This design comes from an exercise in tuning for small area on the open sky130 flow, not from production work. Where RTL was checked, it was by simulation tests only, not by an equivalence proof against the original. Power and IR drop assume default switching activity.

==> wip/harbor <==
## updi_top
module updi_top (
	input clk,
	input rst_btn,  
	input programmer_start,
	output programmer_busy,
	output error,
	input updi_i,
	output updi_o,
	output updi_oe
);
export LEC_CHECK = 0
export CAP_MARGIN = 20
export CORE_MARGIN = 2
export CORE_UTILIZATION = 40
export CTS_BUF_LIST = sky130_fd_sc_hd__clkbuf_2 sky130_fd_sc_hd__clkbuf_4 sky130_fd_sc_hd__clkbuf_8
export SLEW_MARGIN = 20
create_clock -name core_clock -period 10.0 [get_ports {clk}]
standard.sh (not shown) runs the stock make flow with config.mk's settings and CLKGATE_MAP_FILE= SYNTH_SCRIPT=/design/flow/synth_recipe.tcl, a recipe that flattens the netlist after the stock synthesis.
==> flow/flow/run.sh <==
#!/bin/bash
# Own flow: the standard layout, with the standard synthesis netlist's
# combinational logic re-mapped by ABC for area (registers untouched: same
# instances, names and cell types). The re-mapped logic is only used if ABC's
# combinational equivalence check (registers cut) proves it equal to the
# standard netlist's.
set -uo pipefail
WORK=$(pwd)
F=$WORK/flow
R=$WORK/orfs/results/$FLOW_PLATFORM/updi_top/base
LIB=$FLOW_HOME/platforms/sky130hd/lib/sky130_fd_sc_hd__tt_025C_1v80.lib
YOSYS=$(command -v yosys || echo $FLOW_HOME/../tools/install/yosys/bin/yosys)
YABC=$(command -v yosys-abc || echo $(dirname $YOSYS)/yosys-abc)

bash standard.sh synth > $WORK/std_synth.log 2>&1 || exit 1

cp $R/1_2_yosys.v $WORK/synth_std.v
printf 'strash\n&get -n\n&deepsyn -T 300\n&put\ndch\namap\n' > $WORK/area.abc
cat > $WORK/reopt.ys <<EOS
read_liberty -ignore_miss_func $LIB
read_verilog $WORK/synth_std.v
blackbox sky130_fd_sc_hd__dfxtp_1 sky130_fd_sc_hd__edfxtp_1
hierarchy -top $FLOW_TOP
flatten
delete t:\$scopeinfo
opt -full
abc -script $WORK/area.abc -liberty $LIB $(cat $F/dontuse.txt)
opt_clean -purge
tee -o $WORK/reopt_stat.txt stat -liberty $LIB
write_verilog -noattr -noexpr $WORK/synth_reopt.v
EOS
ok=0
if $YOSYS -s $WORK/reopt.ys > $WORK/reopt.log 2>&1; then
  # equivalence check, registers cut into inputs/outputs
  python3 $F/cut.py $WORK/synth_std.v $WORK/cec_a.v > $WORK/cec.log 2>&1 &&
  python3 $F/cut.py $WORK/synth_reopt.v $WORK/cec_b.v >> $WORK/cec.log 2>&1 &&
  for x in a b; do
    $YOSYS -q -p "read_liberty -ignore_miss_func $LIB; read_verilog $WORK/cec_$x.v; hierarchy -top $FLOW_TOP; flatten; delete t:\$scopeinfo; opt_clean; write_blif $WORK/cec_$x.blif" >> $WORK/cec.log 2>&1 || echo FAIL >> $WORK/cec.log
  done &&
  ! grep -q FAIL $WORK/cec.log &&
  $YABC -c "cec $WORK/cec_a.blif $WORK/cec_b.blif" >> $WORK/cec.log 2>&1 &&
  grep -q "Networks are equivalent" $WORK/cec.log && ok=1
fi
echo "reopt ok=$ok" | tee -a $WORK/cec.log
if [ $ok = 1 ]; then
  cp $WORK/synth_reopt.v $R/1_2_yosys.v
  touch $R/1_2_yosys.v
  rm -f $R/1_synth.odb $R/1_synth.sdc
fi

bash standard.sh > $WORK/layout.log 2>&1
Other scripts of this flow, unchanged in this note and not shown: flow/flow/cut.py, flow/flow/dontuse.txt
==> wip/pepper: changes against wip/harbor <==
--- a/flow/design.v
+++ b/flow/design.v
@@ -210,11 +210,11 @@
 				wack = qj[0] && ({2'b00, qj} < blen);
 			end
 			default: ;
 		endcase
 	end
-	logic [3:0] ccode;
+	logic [3:0] tcode;
 	logic [5:0] jtx;
 	logic [7:0] tbyte, dbyte;
 	logic [7:0] rom_q;
 	always_comb begin
 		dbyte = 8'h00;
@@ -267,11 +267,11 @@
 				if (jtx == 6'd0) dbyte = {1'b0, blen[7:1]} - 8'd1;
 			P_WR_DATA:
 				dbyte = rom_q;
 			default: ;
 		endcase
-		case (ccode)
+		case (tcode)
 			4'd0: tbyte = 8'h55;
 			4'd1: tbyte = dbyte;
 			4'd3: tbyte = 8'h80;
 			4'd4: tbyte = 8'h87;
 			4'd5: tbyte = 8'h8B;
@@ -448,29 +448,30 @@
 	logic vA, vB;
 	wire t_empty = (trd == twr);
 	assign txf_full = (trd == twr + 4'd1);
 	wire t_pop = t_rd_en && !t_empty;
 	wire t_push = q_wr && !txf_full;
-	logic t_latch;
-	wire [3:0] tlast = trd - 4'd1;
-	wire hitB0 = vB && (tlast == sB);
-	wire hitB1 = vB && (tlast == sB + 4'd1);
-	wire hitA0 = vA && (tlast == sA);
-	wire hitA1 = vA && (tlast == sA + 4'd1);
-	wire popB = t_latch && hitB1;
-	wire popA = t_latch && hitA1;
-	wire [3:0] lcode = (hitB0 || hitA0) ? 4'd0 : hitB1 ? oB : hitA1 ? oA : 4'd1;
+	wire hitB0 = vB && (trd == sB);
+	wire hitB1 = vB && (trd == sB + 4'd1);
+	wire hitA0 = vA && (trd == sA);
+	wire hitA1 = vA && (trd == sA + 4'd1);
+	wire popB = t_pop && hitB1;
+	wire popA = t_pop && hitA1;
 	wire push_synch = t_push && (qs == Q_SYNCH);
 	always_ff @(posedge clk) begin
 		if (rstp) begin
+			tcode <= 4'd0;
 			trd <= 4'd0;
 			twr <= 4'd0;
 			vA <= 1'b0;
 			vB <= 1'b0;
 		end
 		else begin
-			if (t_pop) trd <= trd + 4'd1;
+			if (t_pop) begin
+				tcode <= (hitB0 || hitA0) ? 4'd0 : hitB1 ? oB : hitA1 ? oA : 4'd1;
+				trd <= trd + 4'd1;
+			end
 			if (t_push) twr <= twr + 4'd1;
 			if (push_synch) begin
 				vA <= vB && !popB;
 				vB <= 1'b1;
 			end
@@ -523,15 +524,15 @@
 		end
 	end
 	wire uart_busy = (fs != F_IDLE) || !t_ready;
 	localparam [2:0] U_IDLE = 0, U_START = 1, U_DATA = 2, U_PARITY = 3, U_STOP = 4;
 	logic [2:0] us;
+	logic [7:0] tdata;
 	logic [2:0] tcnt;
 	logic tdiv_rst;
 	logic [2:0] tdiv;
 	wire tclk = !(rstp || tdiv_rst) && (tdiv == 3'd7);
-	assign t_latch = !rstp && (us == U_IDLE) && t_start;
 	always_ff @(posedge clk) begin
 		if (rstp || tdiv_rst) tdiv <= 3'd0;
 		else tdiv <= tdiv + 3'd1;
 	end
 	always_ff @(posedge clk) begin
@@ -544,13 +545,13 @@
 				U_IDLE: begin
 					if (t_start) begin
 						tdiv_rst <= 1'b1;
 						us <= U_START;
 						t_ready <= 1'b0;
-						ccode <= lcode;
-						if (lcode == 4'd1) jtx <= jtx + 6'd1;
-						else if (lcode != 4'd0) jtx <= 6'h3F;
+						tdata <= tbyte;
+						if (tcode == 4'd1) jtx <= jtx + 6'd1;
+						else if (tcode != 4'd0) jtx <= 6'd0;
 						tcnt <= 3'd0;
 					end
 					else t_ready <= 1'b1;
 				end
 				U_START: begin
@@ -584,12 +585,12 @@
 	end
 	logic tx;
 	always_comb begin
 		case (us)
 			U_START: tx = 1'b0;
-			U_DATA: tx = tbyte[tcnt];
-			U_PARITY: tx = ^tbyte;
+			U_DATA: tx = tdata[tcnt];
+			U_PARITY: tx = ^tdata;
 			default: tx = 1'b1;
 		endcase
 	end
 	assign updi_oe = db_busy | uart_busy;
 	assign updi_o = db_busy ? db_n[0] : (uart_busy & tx);
@@ -661,21 +662,19 @@
 	logic [3:0] rxm [16];
 	logic [3:0] rrd, rwr;
 	logic rxf_rd;
 	wire rxf_empty = (rrd == rwr);
 	wire rxf_full = (rrd == rwr + 4'd1);
-	logic rxf_any;
-	assign rxf_out = rxf_any ? rxm[rrd - 4'd1] : 4'd0;
 	always_ff @(posedge clk) begin
 		if (rstp) begin
-			rxf_any <= 1'b0;
+			rxf_out <= 4'd0;
 			rrd <= 4'd0;
 			rwr <= 4'd0;
 		end
 		else begin
 			if (rxf_rd && !rxf_empty) begin
-				rxf_any <= 1'b1;
+				rxf_out <= rxm[rrd];
 				rrd <= rrd + 4'd1;
 			end
 			if (rxf_wr && !rxf_full) rwr <= rwr + 4'd1;
 		end
 	end
@@ -745,21 +744,19 @@
 	assign perr = ih_to | rx_error;
 	logic [15:0] ofm;
 	logic [3:0] ord, owr;
 	assign of_empty = (ord == owr);
 	assign of_full = (ord == owr + 4'd1);
-	logic of_any;
-	assign of_out = of_any & ofm[ord - 4'd1];
 	always_ff @(posedge clk) begin
 		if (rstp) begin
-			of_any <= 1'b0;
+			of_out <= 1'b0;
 			ord <= 4'd0;
 			owr <= 4'd0;
 		end
 		else begin
 			if (of_rd_en && !of_empty) begin
-				of_any <= 1'b1;
+				of_out <= ofm[ord];
 				ord <= ord + 4'd1;
 			end
 			if (of_wr) owr <= owr + 4'd1;
 		end
 	end
--- a/flow/flow/run.sh
+++ b/flow/flow/run.sh
@@ -13,11 +13,11 @@
 YABC=$(command -v yosys-abc || echo $(dirname $YOSYS)/yosys-abc)
 
 bash standard.sh synth > $WORK/std_synth.log 2>&1 || exit 1
 
 cp $R/1_2_yosys.v $WORK/synth_std.v
-printf 'strash\n&get -n\n&deepsyn -T 300\n&put\ndch\namap\n' > $WORK/area.abc
+printf 'strash\n&get -n\n&deepsyn -T 60\n&put\ndch\namap\n' > $WORK/area.abc
 cat > $WORK/reopt.ys <<EOS
 read_liberty -ignore_miss_func $LIB
 read_verilog $WORK/synth_std.v
 blackbox sky130_fd_sc_hd__dfxtp_1 sky130_fd_sc_hd__edfxtp_1
 hierarchy -top $FLOW_TOP
--- a/flow/config.mk
+++ b/flow/config.mk
@@ -6,7 +6,6 @@
 export NUM_CORES = 4
 export LEC_CHECK = 0
 export CAP_MARGIN = 20
 export CORE_MARGIN = 2
 export CORE_UTILIZATION = 40
-export CTS_BUF_LIST = sky130_fd_sc_hd__clkbuf_2 sky130_fd_sc_hd__clkbuf_4 sky130_fd_sc_hd__clkbuf_8
 export SLEW_MARGIN = 20
==> qor summary <==
                                                                           wip/harbor                 wip/pepper
Clock network power share                                                       0.389                      0.383
Maximum number of pins on one net before global-route repair                       36                         39
Die H                                                                        200.5 um                   202.5 um
Crit path depth                                                                    46                         29
First-pass detailed-route iteration total                                           9                          6
Final critical-path setup slack                                             0.3516 ns                   1.701 ns
Multi-input combinational area share                                           0.4459                     0.4462
Final wirelength                                                             65250 um                   64360 um
Pwr dens                                                                143.8 mW/mm^2              172.9 mW/mm^2
Routing usage on met1                                                          0.4223                     0.4132
Number of nets in the finished design                                            2243                       2146
Critical Path Most Common Cell                                sky130_fd_sc_hd__nor2_1  sky130_fd_sc_hd__clkinv_1
Post-Layout Inst Area                                                   0.01843 sq mm              0.01789 sq mm
Non-clock buffers, area share                                                 0.05710                    0.02280
Status                                                                 finished clean             finished clean
Crit Path Class                                               flip-flop to output pin     flip-flop to flip-flop
Met3 Resource Use GR                                                          0.07581                    0.05714
Origin of the critical flop-to-flop path                                        ps[3]                      ps[5]
Function not checked in wip/harbor: the RTL went through the layout flow alone.

==> separate check: timing with driven ports <==
How much do the figures lean on ideal ports? The routed layouts below were timed once more, with nothing changed but the port constraints.
Step 1, drivers: a clkbuf_16 drives clk and a buf_2 each remaining input, both assumed.
Step 2, shift: input delay + t, output delay - t, t = (earliest + latest rising clock arrival at the registers) / 2. This alone moves slack from input paths to output paths.
a / b / c = ideal / step 1 / step 2; a / b = the first two.
run | shift t [ns] | setup slack, ns | worst hold slack (ns) | worst setup path at the end | cell pins on the clock port's net
wip/harbor | 0.661 | 0.352 / 0.299 / 0.960 | 0.441 / 0.441 / 0.441 | register to output | 1
wip/pepper | 0.609 | 1.701 / 1.701 / 1.701 | 0.429 / 0.429 / 0.429 | register to register | 1
After both steps every run listed still meets setup and hold.
